Background: an optimization exercise with open tools, aiming at small area, a short achievable clock period and few clock cycles. Do not read the settings as production practice.
The RTL was checked by simulation tests, not by an equivalence proof against the original design.
Power is estimated from default activity; no workload was simulated.

### design/flow/design.v
module regfile(
  input logic                 clk,
  input logic                 rst,
  input logic                 we_i,
  input logic   [5 - 1:0] waddr_i,
  input logic       [31:0] wdata_i,
  input logic                 re1_i,
  input logic   [5 - 1:0] raddr1_i,
  output logic      [31:0] rdata1_o,
  input logic                 re2_i,
  input logic   [5 - 1:0] raddr2_i,
  output logic      [31:0] rdata2_o
);
  integer i;
  logic             [31:0] regs [0:32-1];
  always @(posedge clk, posedge rst) begin
    if(rst) begin
      for(i=0 ; i<32 ; i=i+1) begin
        regs[i] <= 32'h0000_0000;
      end
    end else begin
      if((we_i == 1'b1) && (waddr_i != 5'h0)) begin
        regs[waddr_i] <= wdata_i;
      end
    end
  end
  always @(*) begin
    if(rst) begin
      rdata1_o = 32'h0000_0000;
    end else if(raddr1_i == 5'h0) begin
      rdata1_o = 32'h0000_0000;
    end else if((raddr1_i == waddr_i) && (we_i == 1'b1) &&
                (re1_i == 1'b1)) begin
      rdata1_o = wdata_i;
    end else if(re1_i == 1'b1) begin
      rdata1_o = regs[raddr1_i];
    end else begin
      rdata1_o = 32'h0000_0000;
    end
  end
  always @(*) begin
    if(rst) begin
      rdata2_o = 32'h0000_0000;
    end else if(raddr2_i == 5'h0) begin
      rdata2_o = 32'h0000_0000;
    end else if((raddr2_i == waddr_i) && (we_i == 1'b1) &&
                (re2_i == 1'b1)) begin
      rdata2_o = wdata_i;
    end else if(re2_i == 1'b1) begin
      rdata2_o = regs[raddr2_i];
    end else begin
      rdata2_o = 32'h0000_0000;
    end
  end
endmodule 
module ctrl(
  input logic                           stallreq_from_if,
  input logic                           stallreq_from_id,
  input logic                           stallreq_from_ex,
  input logic                           stallreq_from_mem,
  output logic         [5-1:0] stall,
  output logic                [31:0] new_pc_o
);
  always_comb begin
    stall = {5'b000_00};
    if (stallreq_from_if == 1'b1) begin
      stall = {5'b000_11};
    end else if (stallreq_from_id == 1'b1) begin
      stall = {5'b000_11};
    end else if (stallreq_from_ex == 1'b1) begin
      stall = {5'b001_11};
    end else if (stallreq_from_mem == 1'b1) begin
      stall = {5'b011_11};
    end else begin
      stall = {5'b000_00};
    end
  end
  assign new_pc_o = 32'h0000_0000;
endmodule
module ifetch (
    input logic clk,
    input logic rst,
    input logic [5-1:0] stall,
    input logic                  flush,
    input logic [       31:0] branch_target_addr_i,
    input logic                  branch_taken_i,
    input logic [       31:0] new_pc_i,
    input logic [      31:0] inst_i,
    input logic [       31:0] id_pc_i,
    output logic [ 31:0] if_pc_o,
    output logic            inst_read_o,
    output logic [ 31:0] inst_addr_o,
    output logic [31:0] inst_o
);
  logic                   ce;
  logic [       31:0]  fetch_pc;
  logic [5-1:0 ] stall_prev;
  logic [       31:0]  next_pc;
  assign ce = 1'b1;
  assign inst_read_o = 1'b1;
  assign inst_addr_o = fetch_pc;
  assign next_pc = fetch_pc + 4;
  always_ff @(posedge clk, posedge rst) begin
    if (rst) stall_prev <= 5'b0;
    else stall_prev <= stall;
  end
  always_ff @(posedge clk, posedge rst) begin
    if (rst) begin
      fetch_pc <= 32'h0000_0000;
    end else begin
      fetch_pc <= (ce == 1'b0) ? 32'h0000_0000 :
                  (flush == 1'b1) ? new_pc_i :
                  (stall[0] == 1'b1) ? id_pc_i + 4 :
                  (branch_taken_i == 1'b1) ? branch_target_addr_i :
                  next_pc;
    end
  end
  always_ff @(posedge clk, posedge rst) begin
    if (rst) begin
      if_pc_o <= 32'h0000_0000;
    end else begin
      if_pc_o <= (flush == 1'b1) ? new_pc_i : 
                 (stall[0] == 1'b1) ? 32'h0000_0000 : fetch_pc;
    end
  end
  assign inst_o = (stall_prev[0] == 1'b1) ? 32'h0000_0013 : inst_i;
endmodule
module if_id(
  input logic                           clk,
  input logic                           rst,
  input logic                 [31:0] if_pc,
  input logic                [31:0] if_inst,
  input logic                           flush,
  input logic          [5-1:0] stall,
  output logic                [31:0] id_pc,
  output logic               [31:0] id_inst
);
  always_ff @(posedge clk, posedge rst) begin
    if (rst) begin
      id_pc   <= 32'h0000_0000;
      id_inst <= 32'h0000_0013;
    end else if (flush == 1'b1 | 
      (stall[0] == 1'b1 && stall[1] == 1'b0) ) begin
      id_pc   <= 32'h0000_0000;
      id_inst <= 32'h0000_0013;
    end else if(stall[0] == 1'b0) begin
      id_pc   <= if_pc;
      id_inst <= if_inst;
    end 
  end
endmodule
module id(
  input logic                 [31:0] pc_i,
  input logic                [31:0] inst_i,
  input logic                 [31:0] rs1_data_i,
  input logic                 [31:0] rs2_data_i,
  input logic                           ex_wreg_i,
  input logic                 [31:0] ex_wreg_data_i,
  input logic             [5 - 1:0] ex_rd_i,
  input logic                           ex_memrd_i,
  input logic                           mem_wreg_i,
  input logic                 [31:0] mem_wreg_data_i,
  input logic             [5 - 1:0] mem_rd_i,
  input logic                           mem_memrd_i,
  output logic                          rs1_read_o,
  output logic                          rs2_read_o,
  output logic            [5 - 1:0] rs1_addr_o,
  output logic            [5 - 1:0] rs2_addr_o,
  output logic              [14:0] aluop_o,
  output logic                          alusrc1_o,
  output logic                          alusrc2_o,
  output logic signed         [31:0] imm_o,
  output logic                [31:0] rs1_data_o,
  output logic                [31:0] rs2_data_o,
  output logic            [5 - 1:0] rd_o,
  output logic                          wreg_o,
  output logic                          memrd_o,
  output logic                          memwr_o,
  output logic                          mem2reg_o,
  output logic              [2:0] func3_o,
  input logic                           is_in_delayslot_i,
  output logic                          branch_taken_o,
  output logic                [31:0] branch_target_addr_o,
  output logic                          is_in_delayslot_o,
  output logic                [31:0] link_addr_o,
  output logic                          next_inst_in_delayslot_o,
  output                                stallreq,
  output logic                          flush_o
);                   
  logic                                 inst_valid;
  logic                                 branch_taken;
  logic                                 load_use_for_rs1, load_use_for_rs2;
  logic                       [31:0] pc_next;
  logic                           [6:0] opcode;
  logic                           [6:0] func7;
  logic signed                [31:0] rs1_data_sign, rs2_data_sign;
  logic                                 load_inst_in_ex, load_inst_in_mem;
  assign pc_next = pc_i + 4;
  assign opcode = inst_i[6:0];
  assign func3_o = inst_i[14:12];
  assign func7 = inst_i[31:25];
  assign rs1_data_sign = $signed(rs1_data_o);
  assign rs2_data_sign = $signed(rs2_data_o);
  assign stallreq = load_use_for_rs1 | load_use_for_rs2;
  assign load_inst_in_ex = (ex_memrd_i == 1'b1) ? 1'b1 : 1'b0;
  assign load_inst_in_mem = (mem_memrd_i == 1'b1) ? 1'b1 : 1'b0;
  always_comb begin
    if (is_in_delayslot_i == 1'b1) begin
      aluop_o                             = (1'b1 << 0);
      alusrc1_o                           = 1'b0;
      alusrc2_o                           = 1'b0;
      rd_o                                = 5'b00000;
      wreg_o                              = 1'b0;
      inst_valid                          = 1'b0;
      rs1_read_o                          = 1'b0;
      rs2_read_o                          = 1'b0;
      rs1_addr_o                          = 5'b00000;
      rs2_addr_o                          = 5'b00000;
      imm_o                               = 32'h0000_0000;
      memrd_o                             = 1'b0;
      memwr_o                             = 1'b0;
      mem2reg_o                           = 1'b0;
      link_addr_o                         = 32'h0000_0000;
      branch_target_addr_o                = 32'h0000_0000;
      branch_taken                        = 1'b0;
      branch_taken_o                      = 1'b0;
      next_inst_in_delayslot_o            = 1'b0;
      flush_o                             = 1'b0;
    end else begin
      aluop_o                             = (1'b1 << 0);
      alusrc1_o                           = 1'b0;
      alusrc2_o                           = 1'b0;
      rd_o                                = 5'b00000;
      wreg_o                              = 1'b0;
      inst_valid                          = 1'b1;
      rs1_read_o                          = 1'b0;
      rs2_read_o                          = 1'b0;
      rs1_addr_o                          = 5'b00000;
      rs2_addr_o                          = 5'b00000;
      imm_o                               = 32'h0000_0000;
      memrd_o                             = 1'b0;
      memwr_o                             = 1'b0;
      mem2reg_o                           = 1'b0;
      link_addr_o                         = 32'h0000_0000;
      branch_target_addr_o                = 32'h0000_0000;
      branch_taken                        = 1'b0;
      branch_taken_o                      = 1'b0;
      next_inst_in_delayslot_o            = 1'b0;
      flush_o                             = 1'b0;
      case (opcode)
        7'b0010111 : begin
          rd_o                            = inst_i[11:7];
          alusrc1_o                       = 1'b1;
          alusrc2_o                       = 1'b1;
          wreg_o                          = 1'b1;
          inst_valid                      = 1'b0;
          imm_o                           = {inst_i[31:12], 12'b0};
        end
        7'b0110111   : begin
          rd_o                            = inst_i[11:7];
          wreg_o                          = 1'b1;
          alusrc1_o                       = 1'b0;
          alusrc2_o                       = 1'b1;
          inst_valid                      = 1'b0;
          imm_o                           = {inst_i[31:12], 12'b0};
        end
        7'b1101111   : begin
          aluop_o                         = (1'b1 << 14);
          rd_o                            = inst_i[11:7];
          wreg_o                          = 1'b1;
          inst_valid                      = 1'b0;
          imm_o                           = $signed({inst_i[31], inst_i[19:12], inst_i[20], inst_i[30:21], 1'b0});
          link_addr_o                     = pc_next;
          branch_target_addr_o            = pc_i + imm_o;
          branch_taken_o                  = 1'b1;
          next_inst_in_delayslot_o        = 1'b1;
        end
        7'b1100111  : begin
          aluop_o                         = (1'b1 << 14);
          rd_o                            = inst_i[11:7];
          wreg_o                          = 1'b1;
          inst_valid                      = 1'b0;
          rs1_read_o                      = 1'b1;
          rs1_addr_o                      = inst_i[19:15];
          imm_o                           = $signed({inst_i[31:20]});
          link_addr_o                     = pc_next;
          branch_target_addr_o            = rs1_data_o + imm_o;
          branch_taken_o                  = 1'b1;
          next_inst_in_delayslot_o        = 1'b1;
        end
        7'b1100011: begin
          inst_valid                      = 1'b0;
          rs1_read_o                      = 1'b1;
          rs2_read_o                      = 1'b1;
          rs1_addr_o                      = inst_i[19:15];
          rs2_addr_o                      = inst_i[24:20];
          imm_o                           = $signed({inst_i[31], inst_i[7], inst_i[30:25], inst_i[11:8], 1'b0});
          case(func3_o)
            3'b000: begin
              if(rs1_data_o == rs2_data_o)
                branch_taken              = 1'b1;
            end
            3'b001: begin
              if(rs1_data_o != rs2_data_o)
                branch_taken              = 1'b1;
            end
            3'b100: begin
              if( (rs1_data_o[31] == 1'b1 && rs2_data_o[31] == 1'b0) || 
                  (rs1_data_sign < rs2_data_sign) )
                branch_taken              = 1'b1;
            end
            3'b101: begin
              if( (rs1_data_o[31] == 1'b0 && rs2_data_o[31] == 1'b1) || 
                  (rs1_data_sign >= rs2_data_sign) )
                branch_taken              = 1'b1;
            end
            3'b110: begin
              if(rs1_data_o < rs2_data_o)
                branch_taken              = 1'b1;
            end
            3'b111: begin
              if(rs1_data_o >= rs2_data_o)
                branch_taken              = 1'b1;
            end
            default: branch_taken         = 1'b0;
          endcase
          if(branch_taken == 1'b1) begin
            branch_target_addr_o          = pc_i + imm_o;
            branch_taken_o                = 1'b1;
            next_inst_in_delayslot_o      = 1'b1;
          end
        end
        7'b0000011  : begin
          rd_o                            = inst_i[11:7];  
          alusrc1_o                       = 1'b0;
          alusrc2_o                       = 1'b1;
          wreg_o                          = 1'b1;
          inst_valid                      = 1'b0;
          rs1_read_o                      = 1'b1;
          rs1_addr_o                      = inst_i[19:15];  
          imm_o                           = $signed({inst_i[31:20]});
          memrd_o                         = 1'b1;
          mem2reg_o                       = 1'b1;
        end
        7'b0100011 : begin
          inst_valid                      = 1'b0;
          alusrc1_o                       = 1'b0;
          alusrc2_o                       = 1'b1;
          rs1_read_o                      = 1'b1;
          rs2_read_o                      = 1'b1;
          rs1_addr_o                      = inst_i[19:15];
          rs2_addr_o                      = inst_i[24:20];
          imm_o                           = $signed({inst_i[31:25], inst_i[11:7]});
          memwr_o                         = 1'b1;
        end
        7'b0010011: begin
          case(func3_o)
            3'b000 : aluop_o             = (1'b1 << 0);
            3'b001 : aluop_o             = (1'b1 << 2);
            3'b010 : aluop_o             = (1'b1 << 5); 
            3'b011: aluop_o             = (1'b1 << 6);
            3'b100 : aluop_o             = (1'b1 << 8);
            3'b101  : aluop_o             = (inst_i[30]) ? (1'b1 << 4) : (1'b1 << 3);
            3'b110  : aluop_o             = (1'b1 << 7);
            3'b111 : aluop_o             = (1'b1 << 9);
          endcase
          rd_o                            = inst_i[11:7];
          alusrc1_o                       = 1'b0;
          alusrc2_o                       = 1'b1;
          wreg_o                          = 1'b1;
          inst_valid                      = 1'b0;
          rs1_read_o                      = 1'b1;
          rs1_addr_o                      = inst_i[19:15];
          imm_o                           = $signed({inst_i[31:20]});
        end
        7'b0110011: begin
          if(func7[0] == 1'b1) begin  
          end else begin  
            case(func3_o)
              3'b000 : aluop_o           = (inst_i[30]) ? (1'b1 << 1) : (1'b1 << 0);
              3'b001 : aluop_o           = (1'b1 << 2);
              3'b010 : aluop_o           = (1'b1 << 5); 
              3'b011: aluop_o           = (1'b1 << 6);
              3'b100 : aluop_o           = (1'b1 <<8);
              3'b101  : aluop_o           = (inst_i[30]) ? (1'b1 << 4) : (1'b1 << 3);
              3'b110  : aluop_o           = (1'b1 << 7);
              3'b111 : aluop_o           = (1'b1 << 9);
            endcase
          end
          rd_o                            = inst_i[11:7];
          wreg_o                          = 1'b1;
          inst_valid                      = 1'b0;
          rs1_read_o                      = 1'b1;
          rs2_read_o                      = 1'b1;
          rs1_addr_o                      = inst_i[19:15];
          rs2_addr_o                      = inst_i[24:20];
        end
        7'b0001111 : begin
          inst_valid                      = 1'b0;
        end
        7'b1110011: begin
          inst_valid                      = 1'b0;
        end
        default: ;
      endcase  
    end  
  end  
  always_comb begin
    if ((rs1_read_o == 1'b1) && (ex_wreg_i == 1'b1) && 
        (ex_rd_i == rs1_addr_o) && (load_inst_in_ex == 1'b1)) begin
      load_use_for_rs1 = 1'b1;
    end else if ((rs1_read_o == 1'b1) && (mem_wreg_i == 1'b1) &&
                 (mem_rd_i == rs1_addr_o) && (load_inst_in_mem == 1'b1)) begin
      load_use_for_rs1 = 1'b1;
    end else begin            
      load_use_for_rs1 = 1'b0;
    end
  end
  always_comb begin
    if((rs2_read_o == 1'b1) && (ex_wreg_i == 1'b1) && 
       (ex_rd_i == rs2_addr_o) && (load_inst_in_ex == 1'b1)) begin
      load_use_for_rs2 = 1'b1;
    end else if ((rs2_read_o == 1'b1) && (mem_wreg_i == 1'b1) && 
                 (mem_rd_i == rs2_addr_o) && (load_inst_in_mem == 1'b1)) begin
      load_use_for_rs2 = 1'b1;
    end else begin
      load_use_for_rs2 = 1'b0;
    end 
  end
  always_comb begin
    if ((rs1_read_o == 1'b1) && (ex_wreg_i == 1'b1) && 
        (ex_rd_i != 5'h0) && (ex_rd_i == rs1_addr_o)) begin
      rs1_data_o = ex_wreg_data_i;
    end else if ((rs1_read_o == 1'b1) && (mem_wreg_i == 1'b1) &&
                 (mem_rd_i != 5'h0) && (mem_rd_i == rs1_addr_o)) begin
      rs1_data_o = mem_wreg_data_i;
    end else if (rs1_read_o == 1'b1) begin
      rs1_data_o = rs1_data_i;
    end else begin
      rs1_data_o = 32'h0000_0000;
    end
  end
  always_comb begin
    if ((rs2_read_o == 1'b1) && (ex_wreg_i == 1'b1) &&
                 (ex_rd_i != 5'h0) && (ex_rd_i == rs2_addr_o)) begin
      rs2_data_o = ex_wreg_data_i;
    end else if ((rs2_read_o == 1'b1) && (mem_wreg_i == 1'b1) && 
                 (mem_rd_i != 5'h0) && (mem_rd_i == rs2_addr_o)) begin
      rs2_data_o = mem_wreg_data_i;
    end else if (rs2_read_o == 1'b1) begin
      rs2_data_o = rs2_data_i;
    end else begin
      rs2_data_o = 32'h0000_0000;
    end
  end
  assign is_in_delayslot_o = is_in_delayslot_i;
endmodule
module id_ex(
    input logic                         clk,
    input logic                         rst,
    input logic               [31:0] id_pc,
    input logic             [2:0] id_func3,
    input logic             [14:0] id_aluop,
    input logic                         id_alusrc1,
    input logic                         id_alusrc2,
    input logic               [31:0] id_imm,
    input logic               [31:0] id_rs1,
    input logic               [31:0] id_rs2,
    input logic           [5 - 1:0] id_rd,
    input logic                         id_wreg,
    input logic                         id_memrd,
    input logic                         id_memwr,
    input logic                         id_mem2reg,
    input logic               [31:0] id_link_addr,
    input logic                         id_is_in_delayslot,
    input logic                         id_next_inst_in_delayslot,
    input logic        [5-1:0] stall,
    input logic                         flush,
    output logic              [31:0] ex_pc,
    output logic            [2:0] ex_func3,
    output logic            [14:0] ex_aluop,
    output logic                        ex_alusrc1,
    output logic                        ex_alusrc2,
    output logic              [31:0] ex_imm,
    output logic              [31:0] ex_rs1,
    output logic              [31:0] ex_rs2,
    output logic          [5 - 1:0] ex_rd,
    output logic                        ex_wreg,
    output logic                        ex_memrd,
    output logic                        ex_memwr,
    output logic                        ex_mem2reg,
    output logic              [31:0] ex_link_addr,
    output logic                        ex_is_in_delayslot,
    output logic                        ex_is_id_in_delayslot
);
  logic id_nnext_in_delayslot;
  always_ff @(posedge clk, posedge rst) begin
    if(rst)
      id_nnext_in_delayslot <= 1'b0;
    else 
      id_nnext_in_delayslot <= id_next_inst_in_delayslot;
  end
  always_ff @(posedge clk, posedge rst) begin
    if (rst) begin
      ex_pc                 <= 32'h0000_0000;
      ex_func3              <= 3'b000;
      ex_aluop              <= (1'b1 << 0);
      ex_alusrc1            <= 1'b0;
      ex_alusrc2            <= 1'b0;
      ex_imm                <= 32'h0000_0000;
      ex_rs1                <= 32'h0000_0000;
      ex_rs2                <= 32'h0000_0000;
      ex_rd                 <= 5'b00000;
      ex_wreg               <= 1'b0;
      ex_memrd              <= 1'b0;
      ex_memwr              <= 1'b0;
      ex_mem2reg            <= 1'b0;
      ex_link_addr          <= 32'h0000_0000;
      ex_is_in_delayslot    <= 1'b0;
      ex_is_id_in_delayslot <= 1'b0;
    end else if (flush == 1'b1 | 
      (stall[1] == 1'b1 && stall[2] == 1'b0) ) begin
      ex_pc                 <= 32'h0000_0000;
      ex_func3              <= 3'b000;
      ex_aluop              <= (1'b1 << 0);
      ex_alusrc1            <= 1'b0;
      ex_alusrc2            <= 1'b0;
      ex_imm                <= 32'h0000_0000;
      ex_rs1                <= 32'h0000_0000;
      ex_rs2                <= 32'h0000_0000;
      ex_rd                 <= 5'b00000;
      ex_wreg               <= 1'b0;
      ex_memrd              <= 1'b0;
      ex_memwr              <= 1'b0;
      ex_mem2reg            <= 1'b0;
      ex_link_addr          <= 32'h0000_0000;
      ex_is_in_delayslot    <= 1'b0;
      ex_is_id_in_delayslot <= 1'b0;
    end else if (stall[1] == 1'b0) begin
      ex_pc                 <= id_pc;
      ex_func3              <= id_func3;
      ex_aluop              <= id_aluop;
      ex_alusrc1            <= id_alusrc1;
      ex_alusrc2            <= id_alusrc2;
      ex_imm                <= id_imm;
      ex_rs1                <= id_rs1;
      ex_rs2                <= id_rs2;
      ex_rd                 <= id_rd;
      ex_wreg               <= id_wreg;
      ex_memrd              <= id_memrd;
      ex_memwr              <= id_memwr;
      ex_mem2reg            <= id_mem2reg;
      ex_link_addr          <= id_link_addr;
      ex_is_in_delayslot    <= id_is_in_delayslot;
      ex_is_id_in_delayslot <= id_next_inst_in_delayslot | id_nnext_in_delayslot;
    end
  end
endmodule
module ex(
  input logic                 [31:0] pc_i,
  input logic               [14:0] aluop_i,
  input logic                           alusrc1_i,
  input logic                           alusrc2_i,
  input logic                 [31:0] rs1_i,
  input logic                 [31:0] rs2_i,
  input logic                 [31:0] imm_i,
  input logic                           is_in_delayslot_i,
  input logic                 [31:0] link_addr_i,
  output logic                [31:0] wdata_o,
  output logic signed         [31:0] wreg_data_o,
  output logic                          stallreq
);
  logic                       [31:0] alu_in1, alu_in2;
  logic                       [31:0] alu_in1_mult, alu_in2_mult;
  logic                       [63:0] hilo_temp;
  logic                       [63:0] mulres;
  assign alu_in1 = (alusrc1_i == 1'b0) ? rs1_i : pc_i;
  assign alu_in2 = (alusrc2_i == 1'b0) ? rs2_i : imm_i;
  always_comb begin
    stallreq = 1'b0;
    wreg_data_o = 32'h0000_0000;
    case (1'b1)
      aluop_i[0]: begin
        wreg_data_o = $signed(alu_in1) + $signed(alu_in2);
      end
      aluop_i[1]: begin
        wreg_data_o = $signed(alu_in1) - $signed(alu_in2);
      end
      aluop_i[2]: begin
        wreg_data_o = alu_in1 << alu_in2[4:0];
      end
      aluop_i[3]: begin
        wreg_data_o = alu_in1 >> alu_in2[4:0];
      end
      aluop_i[4]: begin
        wreg_data_o = $signed(alu_in1) >>> alu_in2[4:0];
      end
      aluop_i[5]: begin
        wreg_data_o = ($signed(alu_in1) < $signed(alu_in2)) ? 32'b1 : 32'b0;
      end
      aluop_i[6]: begin
        wreg_data_o = (alu_in1 < alu_in2) ? 32'b1 : 32'b0;
      end
      aluop_i[7]: begin
        wreg_data_o = alu_in1 | alu_in2;
      end
      aluop_i[8]: begin
        wreg_data_o = alu_in1 ^ alu_in2;
      end
      aluop_i[9]: begin
        wreg_data_o = alu_in1 & alu_in2;
      end
      aluop_i[14]: begin
        wreg_data_o = link_addr_i;
      end
    endcase
  end
  assign wdata_o  = rs2_i;
endmodule
module ex_mem (
    input logic clk,
    input logic rst,
    input logic [       31:0] ex_pc,
    input logic [   5 - 1:0] ex_rd,
    input logic                  ex_wreg,
    input logic [       31:0] ex_wdata,
    input logic [       31:0] ex_wreg_data,
    input logic                  ex_memrd,
    input logic                  ex_memwr,
    input logic                  ex_mem2reg,
    input logic [     2:0] ex_func3,
    input logic [5-1:0] stall,
    input logic                  flush,
    output logic [    31:0] mem_pc,
    output logic [  2:0] mem_func3,
    output logic [5 - 1:0] mem_rd,
    output logic               mem_wreg,
    output logic [    31:0] mem_wdata,
    output logic [    31:0] mem_wreg_data,
    output logic               mem_memrd,
    output logic               mem_memwr,
    output logic               mem_mem2reg
);
  always_ff @(posedge clk, posedge rst) begin
    if (rst) begin
      mem_pc        <= 32'h0000_0000;
      mem_func3     <= 3'b0;
      mem_rd        <= 5'b00000;
      mem_wreg      <= 1'b0;
      mem_wdata     <= 32'h0000_0000;
      mem_memrd     <= 1'b0;
      mem_memwr     <= 1'b0;
      mem_mem2reg   <= 1'b0;
      mem_wreg_data <= 32'h0000_0000;
    end else if (flush == 1'b1 | 
      (stall[2] == 1'b1 && stall[3] == 1'b0) ) begin
      mem_pc        <= 32'h0000_0000;
      mem_func3     <= 3'b0;
      mem_rd        <= 5'b00000;
      mem_wreg      <= 1'b0;
      mem_wdata     <= 32'h0000_0000;
      mem_memrd     <= 1'b0;
      mem_memwr     <= 1'b0;
      mem_mem2reg   <= 1'b0;
      mem_wreg_data <= 32'h0000_0000;
    end else if (stall[3] == 1'b0) begin
      mem_pc        <= ex_pc;
      mem_func3     <= ex_func3;
      mem_rd        <= ex_rd;
      mem_wreg      <= ex_wreg;
      mem_wdata     <= ex_wdata;
      mem_memrd     <= ex_memrd;
      mem_memwr     <= ex_memwr;
      mem_mem2reg   <= ex_mem2reg;
      mem_wreg_data <= ex_wreg_data;
    end
  end
endmodule
module mem(
  input logic                           memrd_i,
  input logic                           memwr_i,
  input logic                 [31:0] wreg_data_i,
  input logic                 [31:0] wdata_i,
  input logic                           wb_mem2reg_i,
  input logic               [2:0] func3_i,
  output logic                          data_read_o,
  output logic                  [ 3: 0] data_write_o,
  output logic                [31:0] data_addr_o,
  output logic               [31:0] data_in_o
);
  logic                       [31:0] memaddr_i;
  logic                                 prev_is_read;
  assign prev_is_read = wb_mem2reg_i;
  assign memaddr_i = wreg_data_i;
  always_comb begin
    data_read_o = 1'b0 | prev_is_read;
    data_write_o = {1'b0, 1'b0, 1'b0, 1'b0};
    data_addr_o = 32'h0000_0000;
    data_in_o = 32'h0000_0000;
    if(memrd_i == 1'b1 && memwr_i == 1'b0) begin  
      data_read_o = 1'b1;
      data_addr_o = memaddr_i;
    end else if(memrd_i == 1'b0 && memwr_i == 1'b1) begin  
      data_read_o = 1'b1;
      data_addr_o = memaddr_i;
      case(func3_i)
        3'b010 : begin 
          data_write_o = {1'b1, 1'b1, 1'b1, 1'b1};
          data_in_o = wdata_i;
        end
        3'b001 : begin
          case(memaddr_i[1])
            1'b1: begin
              data_write_o = {1'b1, 1'b1, 1'b0, 1'b0};
              data_in_o = {wdata_i[15:0], 16'b0};
            end
            1'b0: begin
              data_write_o = {1'b0, 1'b0, 1'b1, 1'b1};
              data_in_o = {16'b0, wdata_i[15:0]};
            end
          endcase
        end
        3'b000 : begin 
          case(memaddr_i[1:0])
            2'b00: begin 
              data_write_o = {1'b0, 1'b0, 1'b0, 1'b1};
              data_in_o = {24'b0, wdata_i[7:0]};
            end
            2'b01: begin 
              data_write_o = {1'b0, 1'b0, 1'b1, 1'b0};
              data_in_o = {16'b0, wdata_i[7:0], 8'b0};
            end
            2'b10: begin
              data_write_o = {1'b0, 1'b1, 1'b0, 1'b0};
              data_in_o = {8'b0, wdata_i[7:0], 16'b0};
            end
            2'b11: begin
              data_write_o = {1'b1, 1'b0, 1'b0, 1'b0};
              data_in_o = {wdata_i[7:0], 24'b0};
            end
          endcase
        end
        default: begin
          data_write_o = {1'b0, 1'b0, 1'b0, 1'b0};
          data_in_o = wdata_i;
        end
      endcase
    end
  end
endmodule
module mem_wb(
  input logic                           clk,
  input logic                           rst,
  input logic             [5 - 1:0] mem_rd,
  input logic                           mem_wreg,
  input logic                           mem_mem2reg,
  input logic                 [31:0] mem_wreg_data,
  input logic               [2:0] mem_func3,
  input logic          [5-1:0] stall,
  input logic                           flush,
  output logic            [5 - 1:0] wb_rd,
  output logic                          wb_wreg,
  output logic                          wb_mem2reg,
  output logic                [31:0] wb_from_alu,
  output logic              [2:0] wb_func3 
);
  always_ff @(posedge clk, posedge rst) begin
    if (rst) begin
      wb_rd          <= 5'b00000;
      wb_wreg        <= 1'b0;
      wb_mem2reg     <= 1'b0;
      wb_from_alu    <= 32'h0000_0000;
      wb_func3       <= 3'b0;
    end else if (flush == 1'b1 |
       (stall[3] == 1'b1 && stall[4] == 1'b0) ) begin
      wb_rd          <= 5'b00000;
      wb_wreg        <= 1'b0;
      wb_mem2reg     <= 1'b0;
      wb_from_alu    <= 32'h0000_0000;
      wb_func3       <= 3'b0;
    end else if (stall[3] == 1'b0) begin
      wb_rd          <= mem_rd;
      wb_wreg        <= mem_wreg;
      wb_mem2reg     <= mem_mem2reg;
      wb_from_alu    <= mem_wreg_data;
      wb_func3       <= mem_func3;
    end
  end
endmodule
module wb(
  input logic                           mem2reg_i,
  input logic                 [31:0] from_reg_i,
  input logic                [31:0] from_mem_i,
  input logic               [2:0] func3_i,
  output logic                [31:0] wdata_o
);
  logic [31:0] mem_shifted;
  assign mem_shifted = from_mem_i >> {from_reg_i[1:0], 3'b000};
  always_comb begin
    if (mem2reg_i == 1'b1) begin
      case(func3_i)  
        3'b000:  wdata_o = $signed(mem_shifted[7:0]);
        3'b001:  wdata_o = $signed(mem_shifted[15:0]);
        3'b010:  wdata_o = from_mem_i;
        3'b100: wdata_o = {24'h0, mem_shifted[7:0]};
        3'b101: wdata_o = {16'h0, mem_shifted[15:0]};
        default: wdata_o = from_mem_i;
      endcase
    end else begin
      wdata_o = from_reg_i;
    end
  end
endmodule
module CPU (
    input  logic                clk,
    input  logic                rst,
    input  logic [    31:0] inst_out_i,
    output logic                inst_read_o,
    output logic [31:0] inst_addr_o,
    input  logic [    31:0] data_out_i,
    output logic                data_read_o,
    output logic [         3:0] data_write_o,
    output logic [31:0] data_addr_o,
    output logic [    31:0] data_in_o
);
  logic [       31:0]  if_pc;
  logic [      31:0]  if_inst;
  logic [       31:0]  id_pc;
  logic [      31:0]  id_inst;
  logic [     14:0]  id_aluop;
  logic                   id_alusrc1;
  logic                   id_alusrc2;
  logic [       31:0]  id_imm;
  logic [       31:0]  id_rs1;
  logic [       31:0]  id_rs2;
  logic                   id_wreg;
  logic [   5 - 1:0]  id_rd;
  logic                   id_memrd;
  logic                   id_memwr;
  logic                   id_mem2reg;
  logic                   id_branch_taken;
  logic [       31:0]  id_branch_target_addr;
  logic                   id_is_in_delayslot;
  logic [       31:0]  id_link_addr;
  logic                   id_next_inst_in_delayslot;
  logic [     2:0]  id_func3;
  logic [       31:0]  ex_pc;
  logic [     14:0]  ex_aluop;
  logic                   ex_alusrc1;
  logic                   ex_alusrc2;
  logic [       31:0]  ex_imm;
  logic [       31:0]  ex_rs1;
  logic [       31:0]  ex_rs2;
  logic                   ex_wreg;
  logic [   5 - 1:0]  ex_rd;
  logic [       31:0]  ex_wdata;
  logic [       31:0]  ex_wreg_data;
  logic                   ex_memrd;
  logic                   ex_memwr;
  logic                   ex_mem2reg;
  logic                   ex_is_in_delayslot;
  logic [       31:0]  ex_link_addr;
  logic                   ex_is_id_in_delayslot;
  logic [     2:0]  ex_func3;
  logic [       31:0]  mem_pc;
  logic                   mem_wreg;
  logic [   5 - 1:0]  mem_rd;
  logic [       31:0]  mem_wdata;
  logic [       31:0]  mem_wreg_data;
  logic                   mem_memrd;
  logic                   mem_memwr;
  logic                   mem_mem2reg;
  logic [     2:0]  mem_func3;
  logic                   wb_wreg;
  logic [   5 - 1:0]  wb_rd;
  logic [       31:0]  wb_wdata;
  logic                   wb_mem2reg;
  logic [       31:0]  wb_from_alu;
  logic [     2:0]  wb_func3;
  logic                   rs1_read;
  logic                   rs2_read;
  logic [       31:0]  rs1_data;
  logic [       31:0]  rs2_data;
  logic [   5 - 1:0]  rs1_addr;
  logic [   5 - 1:0]  rs2_addr;
  logic                   stallreq_from_if;
  logic                   stallreq_from_id;
  logic                   stallreq_from_ex;
  logic                   stallreq_from_mem;
  logic [5-1:0 ] stallreq;
  logic                   flush;
  logic [       31:0]  new_pc;
  regfile regfile0 (
      .clk(clk),
      .rst(rst),
      .we_i(wb_wreg),
      .waddr_i(wb_rd),
      .wdata_i(wb_wdata),
      .re1_i(rs1_read),
      .raddr1_i(rs1_addr),
      .re2_i(rs2_read),
      .raddr2_i(rs2_addr),
      .rdata1_o(rs1_data),
      .rdata2_o(rs2_data)
  );
  assign stallreq_from_if  = 1'b0;
  assign stallreq_from_mem = 1'b0;
  ctrl ctrl0 (
      .stallreq_from_if (stallreq_from_if),
      .stallreq_from_id (stallreq_from_id),
      .stallreq_from_ex (stallreq_from_ex),
      .stallreq_from_mem(stallreq_from_mem),
      .stall(stallreq),
      .new_pc_o(new_pc)
  );
  ifetch ifetch0 (
      .clk(clk),
      .rst(rst),
      .stall(stallreq),
      .flush(flush),
      .branch_target_addr_i(id_branch_target_addr),
      .branch_taken_i(id_branch_taken),
      .new_pc_i(new_pc),
      .inst_i(inst_out_i),
      .id_pc_i(id_pc),
      .if_pc_o(if_pc),
      .inst_read_o(inst_read_o),
      .inst_addr_o(inst_addr_o),
      .inst_o(if_inst)
  );
  if_id if_id0 (
      .clk(clk),
      .rst(rst),
      .if_pc  (if_pc),
      .if_inst(if_inst),
      .stall  (stallreq),
      .flush  (flush),
      .id_pc  (id_pc),
      .id_inst(id_inst)
  );
  id id0 (
      .pc_i(id_pc),
      .inst_i(id_inst),
      .rs1_data_i(rs1_data),
      .rs2_data_i(rs2_data),
      .ex_wreg_i(ex_wreg),
      .ex_wreg_data_i(ex_wreg_data),
      .ex_rd_i(ex_rd),
      .ex_memrd_i(ex_memrd),
      .mem_wreg_i(mem_wreg),
      .mem_wreg_data_i(mem_wreg_data),
      .mem_rd_i(mem_rd),
      .mem_memrd_i(mem_memrd),
      .is_in_delayslot_i(ex_is_id_in_delayslot),
      .func3_o(id_func3),
      .rs1_read_o(rs1_read),
      .rs2_read_o(rs2_read),
      .rs1_addr_o(rs1_addr),
      .rs2_addr_o(rs2_addr),
      .aluop_o(id_aluop),
      .alusrc1_o(id_alusrc1),
      .alusrc2_o(id_alusrc2),
      .imm_o(id_imm),
      .rs1_data_o(id_rs1),
      .rs2_data_o(id_rs2),
      .rd_o(id_rd),
      .wreg_o(id_wreg),
      .memrd_o(id_memrd),
      .memwr_o(id_memwr),
      .mem2reg_o(id_mem2reg),
      .branch_taken_o(id_branch_taken),
      .branch_target_addr_o(id_branch_target_addr),
      .is_in_delayslot_o(id_is_in_delayslot),
      .link_addr_o(id_link_addr),
      .next_inst_in_delayslot_o(id_next_inst_in_delayslot),
      .stallreq(stallreq_from_id),
      .flush_o(flush)
  );
  id_ex id_ex0 (
      .clk(clk),
      .rst(rst),
      .id_pc(id_pc),
      .id_func3(id_func3),
      .id_aluop(id_aluop),
      .id_alusrc1(id_alusrc1),
      .id_alusrc2(id_alusrc2),
      .id_imm(id_imm),
      .id_rs1(id_rs1),
      .id_rs2(id_rs2),
      .id_rd(id_rd),
      .id_wreg(id_wreg),
      .id_memrd(id_memrd),
      .id_memwr(id_memwr),
      .id_mem2reg(id_mem2reg),
      .id_link_addr(id_link_addr),
      .id_is_in_delayslot(id_is_in_delayslot),
      .id_next_inst_in_delayslot(id_next_inst_in_delayslot),
      .stall(stallreq),
      .flush(flush),
      .ex_pc(ex_pc),
      .ex_func3(ex_func3),
      .ex_aluop(ex_aluop),
      .ex_alusrc1(ex_alusrc1),
      .ex_alusrc2(ex_alusrc2),
      .ex_imm(ex_imm),
      .ex_rs1(ex_rs1),
      .ex_rs2(ex_rs2),
      .ex_rd(ex_rd),
      .ex_wreg(ex_wreg),
      .ex_memrd(ex_memrd),
      .ex_memwr(ex_memwr),
      .ex_mem2reg(ex_mem2reg),
      .ex_link_addr(ex_link_addr),
      .ex_is_in_delayslot(ex_is_in_delayslot),
      .ex_is_id_in_delayslot(ex_is_id_in_delayslot)
  );
  ex ex0 (
      .pc_i(ex_pc),
      .aluop_i(ex_aluop),
      .alusrc1_i(ex_alusrc1),
      .alusrc2_i(ex_alusrc2),
      .rs1_i(ex_rs1),
      .rs2_i(ex_rs2),
      .imm_i(ex_imm),
      .is_in_delayslot_i(ex_is_in_delayslot),
      .link_addr_i(ex_link_addr),
      .wdata_o(ex_wdata),
      .wreg_data_o(ex_wreg_data),
      .stallreq(stallreq_from_ex)
  );
  ex_mem ex_mem0 (
      .clk(clk),
      .rst(rst),
      .ex_pc(ex_pc),
      .ex_func3(ex_func3),
      .ex_rd(ex_rd),
      .ex_wreg(ex_wreg),
      .ex_wdata(ex_wdata),
      .ex_wreg_data(ex_wreg_data),
      .ex_memrd(ex_memrd),
      .ex_memwr(ex_memwr),
      .ex_mem2reg(ex_mem2reg),
      .stall(stallreq),
      .flush(flush),
      .mem_pc(mem_pc),
      .mem_func3(mem_func3),
      .mem_rd(mem_rd),
      .mem_wreg(mem_wreg),
      .mem_wdata(mem_wdata),
      .mem_wreg_data(mem_wreg_data),
      .mem_memrd(mem_memrd),
      .mem_memwr(mem_memwr),
      .mem_mem2reg(mem_mem2reg)
  );
  mem mem0 (
      .memrd_i(mem_memrd),
      .memwr_i(mem_memwr),
      .wreg_data_i(mem_wreg_data),
      .wdata_i(mem_wdata),
      .wb_mem2reg_i(wb_mem2reg),
      .func3_i(mem_func3),
      .data_read_o(data_read_o),
      .data_write_o(data_write_o),
      .data_addr_o(data_addr_o),
      .data_in_o(data_in_o)
  );
  mem_wb mem_wb0 (
      .clk(clk),
      .rst(rst),
      .mem_rd(mem_rd),
      .mem_wreg(mem_wreg),
      .mem_mem2reg(mem_mem2reg),
      .mem_wreg_data(mem_wreg_data),
      .mem_func3(mem_func3),
      .stall(stallreq),
      .flush(flush),
      .wb_rd(wb_rd),
      .wb_wreg(wb_wreg),
      .wb_mem2reg(wb_mem2reg),
      .wb_from_alu(wb_from_alu),
      .wb_func3(wb_func3)
  );
  wb wb0 (
      .mem2reg_i(wb_mem2reg),
      .from_reg_i(wb_from_alu),
      .from_mem_i(data_out_i),
      .func3_i(wb_func3),
      .wdata_o(wb_wdata)
  );
endmodule
### design/flow/run.sh
#!/bin/bash
# synth_recipe.tcl (not shown) runs the flow's synth.tcl, then flattens the netlist and writes it again
# the make line also repeats each setting of config.mk as NAME=value (left out here)
make -C /OpenROAD-flow-scripts/flow DESIGN_CONFIG=/design/flow/config.mk WORK_HOME=/design/flow/orfs CLKGATE_MAP_FILE= SYNTH_SCRIPT=/design/flow/synth_recipe.tcl finish
### design/flow/constraint.sdc
create_clock -name core_clock -period 11.0 [get_ports {clk}]
set_input_delay 2.2000 -clock core_clock [delete_from_list [all_inputs] [get_ports {clk}]]
set_output_delay 2.2000 -clock core_clock [all_outputs]
set_load 0.01 [all_outputs]
### design/flow/config.mk
export PLATFORM = sky130hd
export DESIGN_NAME = CPU
export DESIGN_NICKNAME = CPU
export VERILOG_FILES = /design/flow/design.v
export SDC_FILE = /design/flow/constraint.sdc
export NUM_CORES = 4
export LEC_CHECK = 0
export CAP_MARGIN = 20
export CELL_PAD_IN_SITES_DETAIL_PLACEMENT = 1
export CELL_PAD_IN_SITES_GLOBAL_PLACEMENT = 2
export CORE_MARGIN = 2
export CORE_UTILIZATION = 25
export PLACE_DENSITY = 0.32
export SLEW_MARGIN = 20
==> key figures <==
Status
  • Status: complete, no violations

Critical path
  • FF-to-FF path depth: 27
  • WS Path Type: reg2reg
  • Critical path arrival: between 10 and 15 ns
  • R2r endpoint: ifetch0.fetch_pc[9]$_DFF_PP0_
  • Setup crit end kind: register
  • Slowest stage cell, crit path: a2bb2oi_1
  • Max stage delay on crit path: 0.84 ns
  • Worst r2r src: id_ex0.ex_alusrc1$_DFF_PP0_
  • Crit path from: id_ex0.ex_alusrc1$_DFF_PP0_
  • Critical path data required time: between 10 and 15 ns
  • Worst setup SP type: register
  • Critical Path Fanout Max: 20
  • Buf+Inv Stages, Crit Path: 3
  • Setup slack, reg-to-reg: roughly 0.51 ns
  • Critical path's top delay family: compound AO/OA/AOI/OAI gates

Route
  • Post-Route WL: 651000 µm
  • Iter 0 DRT Violations: roughly 13k
  • Remaining DRCs: 0
  • Routed Antenna Nets: 0
  • Via/cell ratio: around 6.3
  • First-pass DRT Iterations: 9
  • Drt wl/cell: 46.9 µm
  • Vias: 86.9k

GRT
  • Total GRT Usage: 38.1%
  • First-pass GRT wire length: 849000 µm
  • Number of global-route vias before repair: about 83k
  • Largest net degree at the start of global routing: between 150 and 200
  • Initial antenna violation count: 126
  • Congestion Overflow GR: 0

Power and ir drop
  • PD cells: 154 nW/µm²
  • Sw power: just under 5 mW
  • Combinational share of power: around 15%
  • Total power: 15.1 mW
  • Sequential share of power: 39.4%
  • Net Sw Frac: between 30% and 40%
  • Internal power: 10.3 mW
  • Leak pwr: ~42 nW
  • VDD IR max: 0.112 mV
  • Clock Power Share: 45.2%

Clocking
  • CTS sink cnt: about 1.4k
  • Post-CTS Setup Bufs: 0
  • Hold Buf Count CTS: 0
  • CTS clock-pin slew for the worst setup and hold paths: 0.06 ns
  • Maximum root-to-sink buffer count: 4
  • Post-CTS Resized: 0
  • Total CTS buffers: 191
  • CTS tree: done
  • H-tree Lvls: 4
  • Clock latency (worst-skew pair): around 0.94 ns
  • Root Buffer: clkbuf_16

STA
  • Setup Skew: 0.0921 ns
  • RSZ-0062 raised after global routing: false
  • Worst setup margin: 0.506 ns
  • Final setup viols: 0
  • Fin. Hold Viols: 0
  • WHS: between 0.3 and 0.4 ns
  • Worst relative slew slack: 12.8%
  • Tcrit/Tclk final: 95.4%
  • Maximum clock rate: 95.3 MHz
  • Worst Max-Slew Pin Slew: 1.31 ns
  • Min Tclk post-route: 10.49 ns
  • Post-route setup TNS: 0 ns
  • Max Slew Vio Count: 0

Placed design
  • Pre-CTS setup slack: 0.867 ns
  • I/O Buffers: 166
  • DP Area: 91100 µm²
  • DP HPWL: between 400000 and 500000 µm
  • GPL Wtd Cong: 0.954
  • Dpl cells: between 10k and 15k

Cells and area
  • Layout Nets: 9626
  • Fin util: 29.9%
  • Leading cell types in the layout, fill and taps excluded: 1544 x nand2_1, 1407 x dfrtp_1, 1275 x o21ai_0, 488 x a22oi_1, 432 x buf_4
  • Fill count: between 30k and 40k
  • Flip-flop count of the largest register, all copies and words added: ~1000
  • Largest Register: regfile0.regs
  • Share of cells above drive strength 1: 11.8%
  • Area Overhead vs Synth: 19.4%
  • Design Area, Final: 97900 µm²
  • Most common cell after layout, fill and taps aside: nand2_1
  • Final cell count without fillers: about 14k

Synth
  • Register bit total from synthesis: 1424
  • Share of the synthesized area in the top cell type: 43.3%
  • Synth cell types: 103
  • Area contributors post-synth: dfrtp_1 43%, o21ai_0 7.9%, nand2_1 7.2%
  • EDFF count, synth: 0
  • Top_reg_cell synth: dfrtp_1
  • Netlist Area Pre-Place: 82000 µm²
  • Syn avg cell area: 8.80 µm²
  • Syn Inst Count: 9316
  • Post-synth top area cell: dfrtp_1
  • Post-synthesis sequential area ratio: 43.5%
  • Asr flop ratio synth: 100%
  • Mapped Nets: 9593
  • Ys Warns: 12

Min path
  • HP Start: id_ex0.ex_func3[2]$_DFF_PP0_
  • Hold worst-path end: ex_mem0.mem_func3[2]$_DFF_PP0_
  • Tightest Hold Check Type: reg2reg
  • Hold Path Stages: 0

Die
  • Core area: 327000 µm²
  • Area of the die: 333000 µm²
  • I/O pin count: 168
  • Starting Density: 25.1%
  • Site row count: 210
  • Chip width: about 580 µm
  • DIE HEIGHT: roughly 580 µm

Flow run
  • Max-cap violations: 0
-- how the worst max path moves through the flow --
stage / end / slack (ns) / cells after the start
after floorplan: ex_mem0.mem_func3[0]$_DFF_PP0_ / -10.91 / 1
after global placement: ifetch0.fetch_pc[23]$_DFF_PP0_ / 1.08 / 26
after detailed placement: ifetch0.fetch_pc[9]$_DFF_PP0_ / 0.87 / 27
after CTS: ifetch0.fetch_pc[9]$_DFF_PP0_ / 0.80 / 27
after global routing: ifetch0.fetch_pc[9]$_DFF_PP0_ / 0.21 / 27
final: ifetch0.fetch_pc[9]$_DFF_PP0_ / 0.51 / 27
-- kinds of logic (layout without fill, tap and decap cells) --
group,after synthesis,after routing,synth area share (%)
AOI/OAI and AO/OA,3380,3380,27.2
and+or+nand+nor,2889,2889,15.7
DFF,1424,1424,43.5
buffers and inverters,950,1135,4.57
muxes,316,316,4.27
adders and majority gates,211,211,3.27
xor gates and xnor gates,145,145,1.55
other,1,36,0.00457
-- metal layers --
layer | up-vias | part of all wire (%) | track usage [%]
met5 | - | 0.078 | 0.617
met4 | 45 | 4.2 | 14.4
met3 | 993 | 9.5 | 9.26
met2 | 4997 | 39 | 51.0
met1 | 46351 | 48 | 57.6
li1 | 34502 | - | -
-- synth_stat cells, types with 55 or more instances --
cell type,n
nand2_1,1568
dfrtp_1,1420
o21ai_0,1302
clkbuf_1,639
a22oi_1,488
nor2_1,446
a21oi_1,402
mux2i_1,238
ha_1,206
nand3_1,184
a221oi_1,161
inv_1,152
nand4_1,115
nor3_1,115
a222oi_1,114
and3_1,110
a22o_1,109
and2_1,108
buf_2,94
xnor2_1,79
a21o_1,76
xor2_1,66
o22ai_1,65
a211oi_1,61
mux2_2,55
o211ai_1,55
-- final cells by class --
| type | count | area (µm²) | share of cell area [%] |
|---|---|---|---|
| Multi-Input combinational cell | 6942 | 43900 | 44.9 |
| Sequential cell | 1424 | 35700 | 36.4 |
| Clock buffer | 282 | 5670 | 5.79 |
| Timing Repair Buffer | 630 | 5530 | 5.65 |
| Tap cell | 4346 | 5440 | 5.55 |
| Clock inverter | 63 | 966 | 0.987 |
| Inverter | 160 | 609 | 0.622 |
| Antenna cell | 35 | 87.6 | 0.0895 |
-- power groups by stage --
stage / logic (mW) / clock network (mW) / registers, mW
2_1_floorplan: 1.24 / 0 / 5.78
3_3_place_gp: 2.27 / 0 / 6.04
3_5_place_dp: 2.27 / 0 / 6.04
4_1_cts: 2.29 / 6.93 / 5.95
5_1_grt: 2.47 / 7.12 / 5.97
6_report: 2.32 / 6.84 / 5.96

==> what the ideal ports hide <==
In the flow no input, the clock included, has a driving cell. The finished layout below was timed again as built, in two steps.
Step 1, drivers: a clkbuf_16 drives clk and a buf_2 each remaining input, both assumed.
Step 2 also shifts input and output timing later by t, the mid clock arrival at the registers, as if the neighbouring blocks saw the same clock.
Slacks: no drivers / after step 1 / after step 2; pairs: no drivers / after step 1.
t (ns): 1.000
setup WS [ns]: 0.506 / 0.506 / 0.506
latest minus earliest clock arrival (ns): 0.094 / 0.094
After both steps setup and hold are still met in this run. The setup slack of this run moves by 0.000 ns with the drivers and by 0.000 ns with both steps.
